This design comes from an exercise in tuning for small area, a short achievable clock period and few clock cycles per item on the open sky130 flow, not from production work.
The RTL was checked by simulation tests, not by an equivalence proof against the original design.
Power and IR drop assume default switching activity.

==> inputs of 06-17 <==
## shift_add_multiplier
module shift_add_multiplier #(
    parameter integer WIDTH = 16
) (
    input wire clk,
    input wire reset_n,
    input wire tvalid_slave_1,
    input signed [WIDTH-1:0] tdata_slave_1,
    output wire tready_slave_1,
    input wire tvalid_slave_2,
    input signed [WIDTH-1:0] tdata_slave_2,
    output wire tready_slave_2,
    output reg tvalid_master,
    output reg signed [WIDTH-1:0] tdata_master,
    input wire tready_master
);
Settings: LEC_CHECK=0, CAP_MARGIN=0, CORE_MARGIN=2, CORE_UTILIZATION=40, CTS_BUF_LIST=sky130_fd_sc_hd__clkbuf_8, GPL_TIMING_DRIVEN=0, SETUP_SLACK_MARGIN=2.3, SLEW_MARGIN=0, SYNTH_HIERARCHICAL=1; clock period 5.0 ns.
standard.sh (not shown) runs the stock make flow with config.mk's settings and CLKGATE_MAP_FILE= SYNTH_SCRIPT=/design/flow/synth_recipe.tcl, a recipe that flattens the netlist after the stock synthesis.
==> flow/flow/run.sh <==
#!/bin/bash
# The standard layout (standard.sh), with the port buffers that global
# placement inserts made from the smallest buffer cell instead of the default.
set -euo pipefail
export BUFFER_PORTS_ARGS="-buffer_cell sky130_fd_sc_hd__buf_1"
bash standard.sh > standard.log 2>&1
==> 05-12: changes against 06-17 <==
--- a/flow/design.v
+++ b/flow/design.v
@@ -28,47 +28,50 @@
       assign b_in_neg[gk] = b_in[2*gk+2];
       assign b_in_one[gk] = b_in[2*gk+1] ^ b_in[2*gk];
       assign b_in_two[gk] = (b_in[2*gk+2] & ~b_in[2*gk+1] & ~b_in[2*gk]) | (~b_in[2*gk+2] & b_in[2*gk+1] & b_in[2*gk]);
     end
   endgenerate
   wire [WIDTH-1:0] product;
   reg mid_valid_1;
-  reg pipe_xy259;
-  reg pipe_s225;
+  reg pipe_xy253;
+  reg pipe_c217;
+  reg pipe_xy256;
+  reg pipe_s222;
+  reg pipe_s187;
+  reg pipe_c220;
   reg pipe_c188;
   reg pipe_c223;
-  reg pipe_xy262;
-  reg pipe_c226;
+  reg pipe_s225;
   reg pipe_s199;
   reg pipe_s228;
+  reg pipe_c226;
+  reg pipe_s248;
+  reg pipe_c246;
   reg pipe_s251;
   reg pipe_c249;
-  reg pipe_s254;
   reg pipe_c252;
-  reg pipe_s257;
   reg pipe_c255;
-  reg pipe_c258;
+  reg pipe_g273;
+  reg pipe_p274;
+  reg pipe_G295;
   reg pipe_g275;
   reg pipe_p276;
-  reg pipe_G296;
   reg pipe_g279;
   reg pipe_p280;
   reg pipe_g277;
   reg pipe_p278;
-  reg pipe_g283;
   reg pipe_g281;
-  reg pipe_p282;
+  reg pipe_x340;
+  reg pipe_x341;
   reg pipe_c229;
-  reg pipe_x342;
   reg pipe_pp1;
   reg pipe_p266;
   reg pipe_r318;
   reg pipe_r319;
   reg pipe_r320;
-  reg pipe_r321;
   wire room_1 = ~mid_valid_1 | ~tvalid_master;
   wire room_2 = ~tvalid_master;
   wire advance_1 = held_1 & held_2 & (room_1 | tready_master);
   wire advance_2 = mid_valid_1 & (room_2 | tready_master);
   wire input_transaction_1 = tvalid_slave_1 & tready_slave_1;
   wire input_transaction_2 = tvalid_slave_2 & tready_slave_2;
   sam_rdy u_rdy_1 (.held(held_1), .other(held_2), .room(room_1), .tready_master(tready_master), .tready(tready_slave_1));
@@ -77,47 +80,50 @@
     if (input_transaction_1) factor_a <= tdata_slave_1;
     if (input_transaction_2) begin
       b_neg <= b_in_neg;
       b_one <= b_in_one;
       b_two <= b_in_two;
     end
     if (advance_1) begin
-      pipe_xy259 <= xy259;
-      pipe_s225 <= s225;
+      pipe_xy253 <= xy253;
+      pipe_c217 <= c217;
+      pipe_xy256 <= xy256;
+      pipe_s222 <= s222;
+      pipe_s187 <= s187;
+      pipe_c220 <= c220;
       pipe_c188 <= c188;
       pipe_c223 <= c223;
-      pipe_xy262 <= xy262;
-      pipe_c226 <= c226;
+      pipe_s225 <= s225;
       pipe_s199 <= s199;
       pipe_s228 <= s228;
+      pipe_c226 <= c226;
+      pipe_s248 <= s248;
+      pipe_c246 <= c246;
       pipe_s251 <= s251;
       pipe_c249 <= c249;
-      pipe_s254 <= s254;
       pipe_c252 <= c252;
-      pipe_s257 <= s257;
       pipe_c255 <= c255;
-      pipe_c258 <= c258;
+      pipe_g273 <= g273;
+      pipe_p274 <= p274;
+      pipe_G295 <= G295;
       pipe_g275 <= g275;
       pipe_p276 <= p276;
-      pipe_G296 <= G296;
       pipe_g279 <= g279;
       pipe_p280 <= p280;
       pipe_g277 <= g277;
       pipe_p278 <= p278;
-      pipe_g283 <= g283;
       pipe_g281 <= g281;
-      pipe_p282 <= p282;
+      pipe_x340 <= x340;
+      pipe_x341 <= x341;
       pipe_c229 <= c229;
-      pipe_x342 <= x342;
       pipe_pp1 <= pp1;
       pipe_p266 <= p266;
       pipe_r318 <= r318;
       pipe_r319 <= r319;
       pipe_r320 <= r320;
-      pipe_r321 <= r321;
     end
     if (advance_2) tdata_master <= product;
     if (!reset_n) begin
       held_1 <= 1'b0;
       held_2 <= 1'b0;
       mid_valid_1 <= 1'b0;
       tvalid_master <= 1'b0;
@@ -604,33 +610,33 @@
   wire s251;
   sam_x2 u_s251 (.a(xy250), .b(s216), .y(s251));
   wire c252;
   sam_maj u_c252 (.a(s175), .b(c214), .c(s216), .y(c252));
   wire xy253;
   sam_x2 u_xy253 (.a(s181), .b(s219), .y(xy253));
   wire s254;
-  sam_x2 u_s254 (.a(xy253), .b(c217), .y(s254));
+  sam_x2 u_s254 (.a(pipe_xy253), .b(pipe_c217), .y(s254));
   wire c255;
   sam_maj u_c255 (.a(s181), .b(s219), .c(c217), .y(c255));
   wire xy256;
   sam_x2 u_xy256 (.a(s187), .b(c220), .y(xy256));
   wire s257;
-  sam_x2 u_s257 (.a(xy256), .b(s222), .y(s257));
+  sam_x2 u_s257 (.a(pipe_xy256), .b(pipe_s222), .y(s257));
   wire c258;
-  sam_maj u_c258 (.a(s187), .b(c220), .c(s222), .y(c258));
+  sam_maj u_c258 (.a(pipe_s187), .b(pipe_c220), .c(pipe_s222), .y(c258));
   wire xy259;
-  sam_x2 u_xy259 (.a(c188), .b(c223), .y(xy259));
+  sam_x2 u_xy259 (.a(pipe_c188), .b(pipe_c223), .y(xy259));
   wire s260;
-  sam_x2 u_s260 (.a(pipe_xy259), .b(pipe_s225), .y(s260));
+  sam_x2 u_s260 (.a(xy259), .b(pipe_s225), .y(s260));
   wire c261;
   sam_maj u_c261 (.a(pipe_c188), .b(pipe_c223), .c(pipe_s225), .y(c261));
   wire xy262;
-  sam_x2 u_xy262 (.a(s199), .b(s228), .y(xy262));
+  sam_x2 u_xy262 (.a(pipe_s199), .b(pipe_s228), .y(xy262));
   wire s263;
-  sam_x2 u_s263 (.a(pipe_xy262), .b(pipe_c226), .y(s263));
+  sam_x2 u_s263 (.a(xy262), .b(pipe_c226), .y(s263));
   wire c264;
   sam_maj u_c264 (.a(pipe_s199), .b(pipe_s228), .c(pipe_c226), .y(c264));
   wire g265 = pc2 & pp4;
   wire p266 = pc2 ^ pp4;
   wire g267 = pp33 & pp6;
   wire p268 = pp33 ^ pp6;
   wire g269 = pp36 & s230;
@@ -642,58 +648,58 @@
   wire g275 = s239 & c237;
   wire p276 = s239 ^ c237;
   wire g277 = s242 & c240;
   wire p278 = s242 ^ c240;
   wire g279 = s245 & c243;
   wire p280 = s245 ^ c243;
   wire g281 = s248 & c246;
-  wire p282 = s248 ^ c246;
-  wire g283 = s251 & c249;
+  wire p282 = pipe_s248 ^ pipe_c246;
+  wire g283 = pipe_s251 & pipe_c249;
   wire p284 = pipe_s251 ^ pipe_c249;
-  wire g285 = pipe_s254 & pipe_c252;
-  wire p286 = pipe_s254 ^ pipe_c252;
-  wire g287 = pipe_s257 & pipe_c255;
-  wire p288 = pipe_s257 ^ pipe_c255;
-  wire g289 = s260 & pipe_c258;
-  wire p290 = s260 ^ pipe_c258;
+  wire g285 = s254 & pipe_c252;
+  wire p286 = s254 ^ pipe_c252;
+  wire g287 = s257 & pipe_c255;
+  wire p288 = s257 ^ pipe_c255;
+  wire g289 = s260 & c258;
+  wire p290 = s260 ^ c258;
   wire g291 = s263 & c261;
   wire p292 = s263 ^ c261;
   wire G293 = g267 | (p268 & g265);
   wire G294 = g269 | (p270 & G293);
   wire G295 = g271 | (p272 & G294);
-  wire G296 = g273 | (p274 & G295);
-  wire G297 = pipe_g275 | (pipe_p276 & pipe_G296);
+  wire G296 = pipe_g273 | (pipe_p274 & pipe_G295);
+  wire G297 = pipe_g275 | (pipe_p276 & G296);
   wire G298 = pipe_g279 | (pipe_p280 & pipe_g277);
   wire P299 = pipe_p280 & pipe_p278;
-  wire G300 = pipe_g283 | (p284 & pipe_g281);
-  wire P301 = p284 & pipe_p282;
+  wire G300 = g283 | (p284 & pipe_g281);
+  wire P301 = p284 & p282;
   wire G302 = g287 | (p288 & g285);
   wire P303 = p288 & p286;
   wire G304 = g291 | (p292 & g289);
   wire P305 = p292 & p290;
   wire G306 = pipe_g277 | (pipe_p278 & G297);
   wire G307 = G298 | (P299 & G297);
   wire G308 = g285 | (p286 & G300);
   wire P309 = p286 & P301;
   wire G310 = G302 | (P303 & G300);
   wire P311 = P303 & P301;
-  wire G312 = pipe_g281 | (pipe_p282 & G307);
+  wire G312 = pipe_g281 | (p282 & G307);
   wire G313 = G300 | (P301 & G307);
   wire G314 = G308 | (P309 & G307);
   wire G315 = G310 | (P311 & G307);
   wire G316 = g289 | (p290 & G315);
   wire G317 = G304 | (P305 & G315);
   wire r318 = p268 ^ g265;
   wire r319 = p270 ^ G293;
   wire r320 = p272 ^ G294;
-  wire r321 = p274 ^ G295;
-  wire r322 = pipe_p276 ^ pipe_G296;
+  wire r321 = pipe_p274 ^ pipe_G295;
+  wire r322 = pipe_p276 ^ G296;
   wire r323 = pipe_p278 ^ G297;
   wire r324 = pipe_p280 ^ G306;
-  wire r325 = pipe_p282 ^ G307;
+  wire r325 = p282 ^ G307;
   wire r326 = p284 ^ G312;
   wire r327 = p286 ^ G313;
   wire r328 = p288 ^ G314;
   wire r329 = p290 ^ G315;
   wire r330 = p292 ^ G316;
   wire x331;
   sam_x2 u_x331 (.a(pc142), .b(pp104), .y(x331));
@@ -714,22 +720,22 @@
   wire x339;
   sam_x2 u_x339 (.a(x336), .b(x337), .y(x339));
   wire x340;
   sam_x2 u_x340 (.a(c197), .b(x338), .y(x340));
   wire x341;
   sam_x2 u_x341 (.a(x339), .b(c200), .y(x341));
   wire x342;
-  sam_x2 u_x342 (.a(x340), .b(x341), .y(x342));
+  sam_x2 u_x342 (.a(pipe_x340), .b(pipe_x341), .y(x342));
   wire x343;
-  sam_x2 u_x343 (.a(pipe_c229), .b(pipe_x342), .y(x343));
+  sam_x2 u_x343 (.a(pipe_c229), .b(x342), .y(x343));
   wire x344;
   sam_x2 u_x344 (.a(c264), .b(x343), .y(x344));
   wire x345;
   sam_x2 u_x345 (.a(x344), .b(G317), .y(x345));
-  assign product = {x345, r330, r329, r328, r327, r326, r325, r324, r323, r322, pipe_r321, pipe_r320, pipe_r319, pipe_r318, pipe_p266, pipe_pp1};
+  assign product = {x345, r330, r329, r328, r327, r326, r325, r324, r323, r322, r321, pipe_r320, pipe_r319, pipe_r318, pipe_p266, pipe_pp1};
 endmodule
 module sam_rdy (
     input wire held,
     input wire other,
     input wire room,
     input wire tready_master,
     output wire tready
==> comparison table <==
metric	05-12	06-17
Period Utilization, post-route	0.517	0.543
Post-route non-filler standard cell count	754	739
Transition time of the tightest slew-check pin	1.15 ns	1.21 ns
Count of plain and timing-repair buffers	71	73
Half-perimeter wire length of the detailed placement result	8190 µm	8000 µm
Detailed Route Iter0 Violations	187	132
Starting density of the core	0.407	0.411
Sequential fraction of total cell area	0.412	0.401
GRT Total Usage	0.148	0.140
Synthesized area per cell	12.8 µm²	12.9 µm²
Static leakage	2.67 nW	2.62 nW
Share of the yosys chip area belonging to registers	0.463	0.459
Delay contributed by the slowest stage of the critical path	0.38 ns	0.46 ns
Floorplan die area	0.0163 mm²	0.0160 mm²
Switching component of the power	821 µW	871 µW
Cell type with the highest occurrence count on the critical path	sky130_fd_sc_hd__ha_1	sky130_fd_sc_hd__fa_2
Storage element area	0.00284 mm²	0.00275 mm²
ClkCell Share	0.0257	0.0264
Number of standard cells after synthesis	479	466
Result of the run	finished clean	finished clean
Worst path slowest cell	sky130_fd_sc_hd__fa_1	sky130_fd_sc_hd__edfxtp_1
Rows	45	44
Weighted congestion at the end of routability-driven global placement	0.792	0.830
Total vias in the final route	3849	3757
Combinational power share	0.365	0.391
Power Internal	1.65 mW	1.68 mW
Placement-stage worst setup slack	2.19 ns	1.91 ns
Testbench counts of 06-17, summed over its fixed seeds: cycles 1,224, items 1,200.
Testbench counts of 05-12, summed over its fixed seeds: cycles 1,224, items 1,200.

==> trial 53 <==
shift_add_multiplier, a different RTL version from the one above (not shown whole).
Settings: LEC_CHECK=0, CAP_MARGIN=0, CORE_MARGIN=2, CORE_UTILIZATION=40, CTS_BUF_LIST=sky130_fd_sc_hd__clkbuf_8, GPL_TIMING_DRIVEN=0, SETUP_SLACK_MARGIN=2.5, SLEW_MARGIN=0, SYNTH_HIERARCHICAL=1; clock period 5.0 ns.
Scripts as last shown in full above: flow/flow/run.sh
==> build 43: changes against trial 53 <==
--- a/flow/design.v
+++ b/flow/design.v
@@ -30,40 +30,45 @@
       assign b_in_two[gk] = (b_in[2*gk+2] & ~b_in[2*gk+1] & ~b_in[2*gk]) | (~b_in[2*gk+2] & b_in[2*gk+1] & b_in[2*gk]);
     end
   endgenerate
   wire [WIDTH-1:0] product;
   reg mid_valid_1;
+  reg pipe_xy253;
+  reg pipe_c217;
+  reg pipe_xy256;
+  reg pipe_s222;
+  reg pipe_s187;
+  reg pipe_c220;
   reg pipe_c188;
   reg pipe_c223;
   reg pipe_s225;
   reg pipe_s199;
   reg pipe_s228;
   reg pipe_c226;
+  reg pipe_s248;
+  reg pipe_c246;
   reg pipe_s251;
   reg pipe_c249;
-  reg pipe_s254;
   reg pipe_c252;
-  reg pipe_s257;
   reg pipe_c255;
-  reg pipe_c258;
   reg pipe_g277;
   reg pipe_p278;
   reg pipe_g275;
   reg pipe_p276;
   reg pipe_g281;
-  reg pipe_p282;
   reg pipe_g279;
   reg pipe_p280;
   reg pipe_G296;
   reg pipe_P297;
   reg pipe_g271;
   reg pipe_p272;
   reg pipe_G308;
   reg pipe_P309;
   reg pipe_p274;
+  reg pipe_x370;
+  reg pipe_x371;
   reg pipe_c229;
-  reg pipe_x372;
   reg pipe_pp1;
   reg pipe_p266;
   reg pipe_r348;
   reg pipe_r349;
   wire room_1 = ~mid_valid_1 | ~tvalid_master;
@@ -80,40 +85,45 @@
       b_neg <= b_in_neg;
       b_one <= b_in_one;
       b_two <= b_in_two;
     end
     if (advance_1) begin
+      pipe_xy253 <= xy253;
+      pipe_c217 <= c217;
+      pipe_xy256 <= xy256;
+      pipe_s222 <= s222;
+      pipe_s187 <= s187;
+      pipe_c220 <= c220;
       pipe_c188 <= c188;
       pipe_c223 <= c223;
       pipe_s225 <= s225;
       pipe_s199 <= s199;
       pipe_s228 <= s228;
       pipe_c226 <= c226;
+      pipe_s248 <= s248;
+      pipe_c246 <= c246;
       pipe_s251 <= s251;
       pipe_c249 <= c249;
-      pipe_s254 <= s254;
       pipe_c252 <= c252;
-      pipe_s257 <= s257;
       pipe_c255 <= c255;
-      pipe_c258 <= c258;
       pipe_g277 <= g277;
       pipe_p278 <= p278;
       pipe_g275 <= g275;
       pipe_p276 <= p276;
       pipe_g281 <= g281;
-      pipe_p282 <= p282;
       pipe_g279 <= g279;
       pipe_p280 <= p280;
       pipe_G296 <= G296;
       pipe_P297 <= P297;
       pipe_g271 <= g271;
       pipe_p272 <= p272;
       pipe_G308 <= G308;
       pipe_P309 <= P309;
       pipe_p274 <= p274;
+      pipe_x370 <= x370;
+      pipe_x371 <= x371;
       pipe_c229 <= c229;
-      pipe_x372 <= x372;
       pipe_pp1 <= pp1;
       pipe_p266 <= p266;
       pipe_r348 <= r348;
       pipe_r349 <= r349;
     end
@@ -608,19 +618,19 @@
   wire c252;
   sam_maj u_c252 (.a(s175), .b(c214), .c(s216), .y(c252));
   wire xy253;
   sam_x2 u_xy253 (.a(s181), .b(s219), .y(xy253));
   wire s254;
-  sam_x2 u_s254 (.a(xy253), .b(c217), .y(s254));
+  sam_x2 u_s254 (.a(pipe_xy253), .b(pipe_c217), .y(s254));
   wire c255;
   sam_maj u_c255 (.a(s181), .b(s219), .c(c217), .y(c255));
   wire xy256;
   sam_x2 u_xy256 (.a(s187), .b(c220), .y(xy256));
   wire s257;
-  sam_x2 u_s257 (.a(xy256), .b(s222), .y(s257));
+  sam_x2 u_s257 (.a(pipe_xy256), .b(pipe_s222), .y(s257));
   wire c258;
-  sam_maj u_c258 (.a(s187), .b(c220), .c(s222), .y(c258));
+  sam_maj u_c258 (.a(pipe_s187), .b(pipe_c220), .c(pipe_s222), .y(c258));
   wire xy259;
   sam_x2 u_xy259 (.a(pipe_c188), .b(pipe_c223), .y(xy259));
   wire s260;
   sam_x2 u_s260 (.a(xy259), .b(pipe_s225), .y(s260));
   wire c261;
@@ -646,30 +656,30 @@
   wire g277 = s242 & c240;
   wire p278 = s242 ^ c240;
   wire g279 = s245 & c243;
   wire p280 = s245 ^ c243;
   wire g281 = s248 & c246;
-  wire p282 = s248 ^ c246;
+  wire p282 = pipe_s248 ^ pipe_c246;
   wire g283 = pipe_s251 & pipe_c249;
   wire p284 = pipe_s251 ^ pipe_c249;
-  wire g285 = pipe_s254 & pipe_c252;
-  wire p286 = pipe_s254 ^ pipe_c252;
-  wire g287 = pipe_s257 & pipe_c255;
-  wire p288 = pipe_s257 ^ pipe_c255;
-  wire g289 = s260 & pipe_c258;
-  wire p290 = s260 ^ pipe_c258;
+  wire g285 = s254 & pipe_c252;
+  wire p286 = s254 ^ pipe_c252;
+  wire g287 = s257 & pipe_c255;
+  wire p288 = s257 ^ pipe_c255;
+  wire g289 = s260 & c258;
+  wire p290 = s260 ^ c258;
   wire g291 = s263 & c261;
   wire p292 = s263 ^ c261;
   wire P293 = p266 & pp1;
   wire G294 = g269 | (p270 & g267);
   wire P295 = p270 & p268;
   wire G296 = g273 | (p274 & g271);
   wire P297 = p274 & p272;
   wire G298 = pipe_g277 | (pipe_p278 & pipe_g275);
   wire P299 = pipe_p278 & pipe_p276;
-  wire G300 = pipe_g281 | (pipe_p282 & pipe_g279);
-  wire P301 = pipe_p282 & pipe_p280;
+  wire G300 = pipe_g281 | (p282 & pipe_g279);
+  wire P301 = p282 & pipe_p280;
   wire G302 = g285 | (p286 & g283);
   wire P303 = p286 & p284;
   wire G304 = g289 | (p290 & g287);
   wire P305 = p290 & p288;
   wire G306 = g267 | (p268 & g265);
@@ -719,11 +729,11 @@
   wire r350 = pipe_p272 ^ pipe_G308;
   wire r351 = pipe_p274 ^ G320;
   wire r352 = pipe_p276 ^ G322;
   wire r353 = pipe_p278 ^ G324;
   wire r354 = pipe_p280 ^ G326;
-  wire r355 = pipe_p282 ^ G334;
+  wire r355 = p282 ^ G334;
   wire r356 = p284 ^ G336;
   wire r357 = p286 ^ G338;
   wire r358 = p288 ^ G340;
   wire r359 = p290 ^ G342;
   wire r360 = p292 ^ G344;
@@ -748,13 +758,13 @@
   wire x370;
   sam_x2 u_x370 (.a(c197), .b(x368), .y(x370));
   wire x371;
   sam_x2 u_x371 (.a(x369), .b(c200), .y(x371));
   wire x372;
-  sam_x2 u_x372 (.a(x370), .b(x371), .y(x372));
+  sam_x2 u_x372 (.a(pipe_x370), .b(pipe_x371), .y(x372));
   wire x373;
-  sam_x2 u_x373 (.a(pipe_c229), .b(pipe_x372), .y(x373));
+  sam_x2 u_x373 (.a(pipe_c229), .b(x372), .y(x373));
   wire x374;
   sam_x2 u_x374 (.a(c264), .b(x373), .y(x374));
   wire x375;
   sam_x2 u_x375 (.a(x374), .b(G346), .y(x375));
   assign product = {x375, r360, r359, r358, r357, r356, r355, r354, r353, r352, r351, r350, pipe_r349, pipe_r348, pipe_p266, pipe_pp1};
==> flow/flow/run.sh (replaced) <==
#!/bin/bash
# The standard layout (standard.sh), with the port buffers that global
# placement inserts made from the smallest buffer cell, and clock tree
# synthesis building larger sink clusters without dummy loads.
set -euo pipefail
export BUFFER_PORTS_ARGS="-buffer_cell sky130_fd_sc_hd__buf_1"
export CTS_ARGS="-sink_clustering_enable -repair_clock_nets -buf_list sky130_fd_sc_hd__clkbuf_8 -sink_clustering_size 30 -sink_clustering_max_diameter 150 -dont_use_dummy_load"
bash standard.sh > standard.log 2>&1
--- a/flow/config.mk
+++ b/flow/config.mk
@@ -8,8 +8,8 @@
 export CAP_MARGIN = 0
 export CORE_MARGIN = 2
 export CORE_UTILIZATION = 40
 export CTS_BUF_LIST = sky130_fd_sc_hd__clkbuf_8
 export GPL_TIMING_DRIVEN = 0
-export SETUP_SLACK_MARGIN = 2.5
+export SETUP_SLACK_MARGIN = 2.3
 export SLEW_MARGIN = 0
 export SYNTH_HIERARCHICAL = 1
==> trial 91: changes against trial 53 <==
--- a/flow/design.v
+++ b/flow/design.v
@@ -30,40 +30,45 @@
       assign b_in_two[gk] = (b_in[2*gk+2] & ~b_in[2*gk+1] & ~b_in[2*gk]) | (~b_in[2*gk+2] & b_in[2*gk+1] & b_in[2*gk]);
     end
   endgenerate
   wire [WIDTH-1:0] product;
   reg mid_valid_1;
+  reg pipe_xy253;
+  reg pipe_c217;
+  reg pipe_xy256;
+  reg pipe_s222;
+  reg pipe_s187;
+  reg pipe_c220;
   reg pipe_c188;
   reg pipe_c223;
   reg pipe_s225;
   reg pipe_s199;
   reg pipe_s228;
   reg pipe_c226;
+  reg pipe_s248;
+  reg pipe_c246;
   reg pipe_s251;
   reg pipe_c249;
-  reg pipe_s254;
   reg pipe_c252;
-  reg pipe_s257;
   reg pipe_c255;
-  reg pipe_c258;
   reg pipe_g277;
   reg pipe_p278;
   reg pipe_g275;
   reg pipe_p276;
   reg pipe_g281;
-  reg pipe_p282;
   reg pipe_g279;
   reg pipe_p280;
   reg pipe_G296;
   reg pipe_P297;
   reg pipe_g271;
   reg pipe_p272;
   reg pipe_G308;
   reg pipe_P309;
   reg pipe_p274;
+  reg pipe_x370;
+  reg pipe_x371;
   reg pipe_c229;
-  reg pipe_x372;
   reg pipe_pp1;
   reg pipe_p266;
   reg pipe_r348;
   reg pipe_r349;
   wire room_1 = ~mid_valid_1 | ~tvalid_master;
@@ -80,40 +85,45 @@
       b_neg <= b_in_neg;
       b_one <= b_in_one;
       b_two <= b_in_two;
     end
     if (advance_1) begin
+      pipe_xy253 <= xy253;
+      pipe_c217 <= c217;
+      pipe_xy256 <= xy256;
+      pipe_s222 <= s222;
+      pipe_s187 <= s187;
+      pipe_c220 <= c220;
       pipe_c188 <= c188;
       pipe_c223 <= c223;
       pipe_s225 <= s225;
       pipe_s199 <= s199;
       pipe_s228 <= s228;
       pipe_c226 <= c226;
+      pipe_s248 <= s248;
+      pipe_c246 <= c246;
       pipe_s251 <= s251;
       pipe_c249 <= c249;
-      pipe_s254 <= s254;
       pipe_c252 <= c252;
-      pipe_s257 <= s257;
       pipe_c255 <= c255;
-      pipe_c258 <= c258;
       pipe_g277 <= g277;
       pipe_p278 <= p278;
       pipe_g275 <= g275;
       pipe_p276 <= p276;
       pipe_g281 <= g281;
-      pipe_p282 <= p282;
       pipe_g279 <= g279;
       pipe_p280 <= p280;
       pipe_G296 <= G296;
       pipe_P297 <= P297;
       pipe_g271 <= g271;
       pipe_p272 <= p272;
       pipe_G308 <= G308;
       pipe_P309 <= P309;
       pipe_p274 <= p274;
+      pipe_x370 <= x370;
+      pipe_x371 <= x371;
       pipe_c229 <= c229;
-      pipe_x372 <= x372;
       pipe_pp1 <= pp1;
       pipe_p266 <= p266;
       pipe_r348 <= r348;
       pipe_r349 <= r349;
     end
@@ -608,19 +618,19 @@
   wire c252;
   sam_maj u_c252 (.a(s175), .b(c214), .c(s216), .y(c252));
   wire xy253;
   sam_x2 u_xy253 (.a(s181), .b(s219), .y(xy253));
   wire s254;
-  sam_x2 u_s254 (.a(xy253), .b(c217), .y(s254));
+  sam_x2 u_s254 (.a(pipe_xy253), .b(pipe_c217), .y(s254));
   wire c255;
   sam_maj u_c255 (.a(s181), .b(s219), .c(c217), .y(c255));
   wire xy256;
   sam_x2 u_xy256 (.a(s187), .b(c220), .y(xy256));
   wire s257;
-  sam_x2 u_s257 (.a(xy256), .b(s222), .y(s257));
+  sam_x2 u_s257 (.a(pipe_xy256), .b(pipe_s222), .y(s257));
   wire c258;
-  sam_maj u_c258 (.a(s187), .b(c220), .c(s222), .y(c258));
+  sam_maj u_c258 (.a(pipe_s187), .b(pipe_c220), .c(pipe_s222), .y(c258));
   wire xy259;
   sam_x2 u_xy259 (.a(pipe_c188), .b(pipe_c223), .y(xy259));
   wire s260;
   sam_x2 u_s260 (.a(xy259), .b(pipe_s225), .y(s260));
   wire c261;
@@ -646,30 +656,30 @@
   wire g277 = s242 & c240;
   wire p278 = s242 ^ c240;
   wire g279 = s245 & c243;
   wire p280 = s245 ^ c243;
   wire g281 = s248 & c246;
-  wire p282 = s248 ^ c246;
+  wire p282 = pipe_s248 ^ pipe_c246;
   wire g283 = pipe_s251 & pipe_c249;
   wire p284 = pipe_s251 ^ pipe_c249;
-  wire g285 = pipe_s254 & pipe_c252;
-  wire p286 = pipe_s254 ^ pipe_c252;
-  wire g287 = pipe_s257 & pipe_c255;
-  wire p288 = pipe_s257 ^ pipe_c255;
-  wire g289 = s260 & pipe_c258;
-  wire p290 = s260 ^ pipe_c258;
+  wire g285 = s254 & pipe_c252;
+  wire p286 = s254 ^ pipe_c252;
+  wire g287 = s257 & pipe_c255;
+  wire p288 = s257 ^ pipe_c255;
+  wire g289 = s260 & c258;
+  wire p290 = s260 ^ c258;
   wire g291 = s263 & c261;
   wire p292 = s263 ^ c261;
   wire P293 = p266 & pp1;
   wire G294 = g269 | (p270 & g267);
   wire P295 = p270 & p268;
   wire G296 = g273 | (p274 & g271);
   wire P297 = p274 & p272;
   wire G298 = pipe_g277 | (pipe_p278 & pipe_g275);
   wire P299 = pipe_p278 & pipe_p276;
-  wire G300 = pipe_g281 | (pipe_p282 & pipe_g279);
-  wire P301 = pipe_p282 & pipe_p280;
+  wire G300 = pipe_g281 | (p282 & pipe_g279);
+  wire P301 = p282 & pipe_p280;
   wire G302 = g285 | (p286 & g283);
   wire P303 = p286 & p284;
   wire G304 = g289 | (p290 & g287);
   wire P305 = p290 & p288;
   wire G306 = g267 | (p268 & g265);
@@ -719,11 +729,11 @@
   wire r350 = pipe_p272 ^ pipe_G308;
   wire r351 = pipe_p274 ^ G320;
   wire r352 = pipe_p276 ^ G322;
   wire r353 = pipe_p278 ^ G324;
   wire r354 = pipe_p280 ^ G326;
-  wire r355 = pipe_p282 ^ G334;
+  wire r355 = p282 ^ G334;
   wire r356 = p284 ^ G336;
   wire r357 = p286 ^ G338;
   wire r358 = p288 ^ G340;
   wire r359 = p290 ^ G342;
   wire r360 = p292 ^ G344;
@@ -748,13 +758,13 @@
   wire x370;
   sam_x2 u_x370 (.a(c197), .b(x368), .y(x370));
   wire x371;
   sam_x2 u_x371 (.a(x369), .b(c200), .y(x371));
   wire x372;
-  sam_x2 u_x372 (.a(x370), .b(x371), .y(x372));
+  sam_x2 u_x372 (.a(pipe_x370), .b(pipe_x371), .y(x372));
   wire x373;
-  sam_x2 u_x373 (.a(pipe_c229), .b(pipe_x372), .y(x373));
+  sam_x2 u_x373 (.a(pipe_c229), .b(x372), .y(x373));
   wire x374;
   sam_x2 u_x374 (.a(c264), .b(x373), .y(x374));
   wire x375;
   sam_x2 u_x375 (.a(x374), .b(G346), .y(x375));
   assign product = {x375, r360, r359, r358, r357, r356, r355, r354, r353, r352, r351, r350, pipe_r349, pipe_r348, pipe_p266, pipe_pp1};
--- a/flow/config.mk
+++ b/flow/config.mk
@@ -8,8 +8,8 @@
 export CAP_MARGIN = 0
 export CORE_MARGIN = 2
 export CORE_UTILIZATION = 40
 export CTS_BUF_LIST = sky130_fd_sc_hd__clkbuf_8
 export GPL_TIMING_DRIVEN = 0
-export SETUP_SLACK_MARGIN = 2.5
+export SETUP_SLACK_MARGIN = 2.3
 export SLEW_MARGIN = 0
 export SYNTH_HIERARCHICAL = 1
==> run notes <==
quantity	trial 91	trial 53	build 43
Final-layout non-clock buffer area share	4.38%	9.31%	4.44%
Layout Nets	612	659	612
Area growth from synthesis to final layout	12.3%	19.3%	10.8%
Sort of element at the end of the critical path	flip-flop	primary output	flip-flop
Length of routed met3 wiring	365 microns	453 microns	391 microns
Top achievable clock speed	407 MHz	404 MHz	405 MHz
Post-DR vias/cell	5.15	5.10	5.18
Seq/Total Area, Yosys	47.0%	45.6%	47.0%
Minimum setup slack after placement	2.04 ns	2.22 ns	2.04 ns
DIE WIDTH	128 microns	127 microns	128 microns
Combinational gate power	888 uW	1.02 mW	885 uW
Total track usage	14.4%	15.1%	14.4%
Outcome	timing/DRC/antenna clean	timing/DRC/antenna clean	timing/DRC/antenna clean
HPWL Detailed	8280 microns	8030 microns	8280 microns
Average cell area after synthesis	12.9 sq um	12.6 sq um	12.9 sq um
Post-synthesis compound-gate area fraction	12.1%	12.5%	12.1%
Design Area, Final	6940 sq um	7200 sq um	6850 sq um
Leak pwr	2.67 nW	2.85 nW	2.62 nW
Floorplan row count	45	44	45
Post-placement cell count	722	717	722
Gate count after technology mapping	479	478	479
Endpoint of the worst-slack reg-to-reg timing path	pipe_c226	pipe_p280	pipe_c223
Testbench counts of trial 53, summed over its fixed seeds: cycles 1,224, items 1,200.
Testbench counts of build 43, summed over its fixed seeds: cycles 1,224, items 1,200.
Testbench counts of trial 91, summed over its fixed seeds: cycles 1,224, items 1,200.

[afterwards: timing with drivers on the ports]
How much do the figures lean on ideal ports? The routed layouts below were timed once more, with nothing changed but the port constraints. Step 1 sets driving cells, clkbuf_16 on the clock port and buf_2 on the other inputs (assumed; they add their load-dependent delay and slew). Step 2, shift: input delay + t, output delay - t, t = (earliest + latest rising clock arrival at the registers) / 2. This alone moves slack from input paths to output paths. Three values: ideal ports, drivers, drivers and shift; two values: the first two.
run	shift t [ns]	setup WS [ns]	slew at the worst register clock pin (ns)
06-17	0.408	2.287 / 2.287 / 2.236	0.10 / 0.10
05-12	0.418	2.416 / 2.416 / 2.397	0.10 / 0.10
trial 53	0.407	2.526 / 2.502 / 2.285	0.09 / 0.09
build 43	0.404	2.530 / 2.530 / 2.424	0.09 / 0.09
trial 91	0.413	2.540 / 2.540 / 2.445	0.09 / 0.09
After both steps every run listed still meets setup and hold. For trial 53, which loses most, drivers alone change the setup slack by -0.024 ns; drivers and shift together by -0.241 ns.
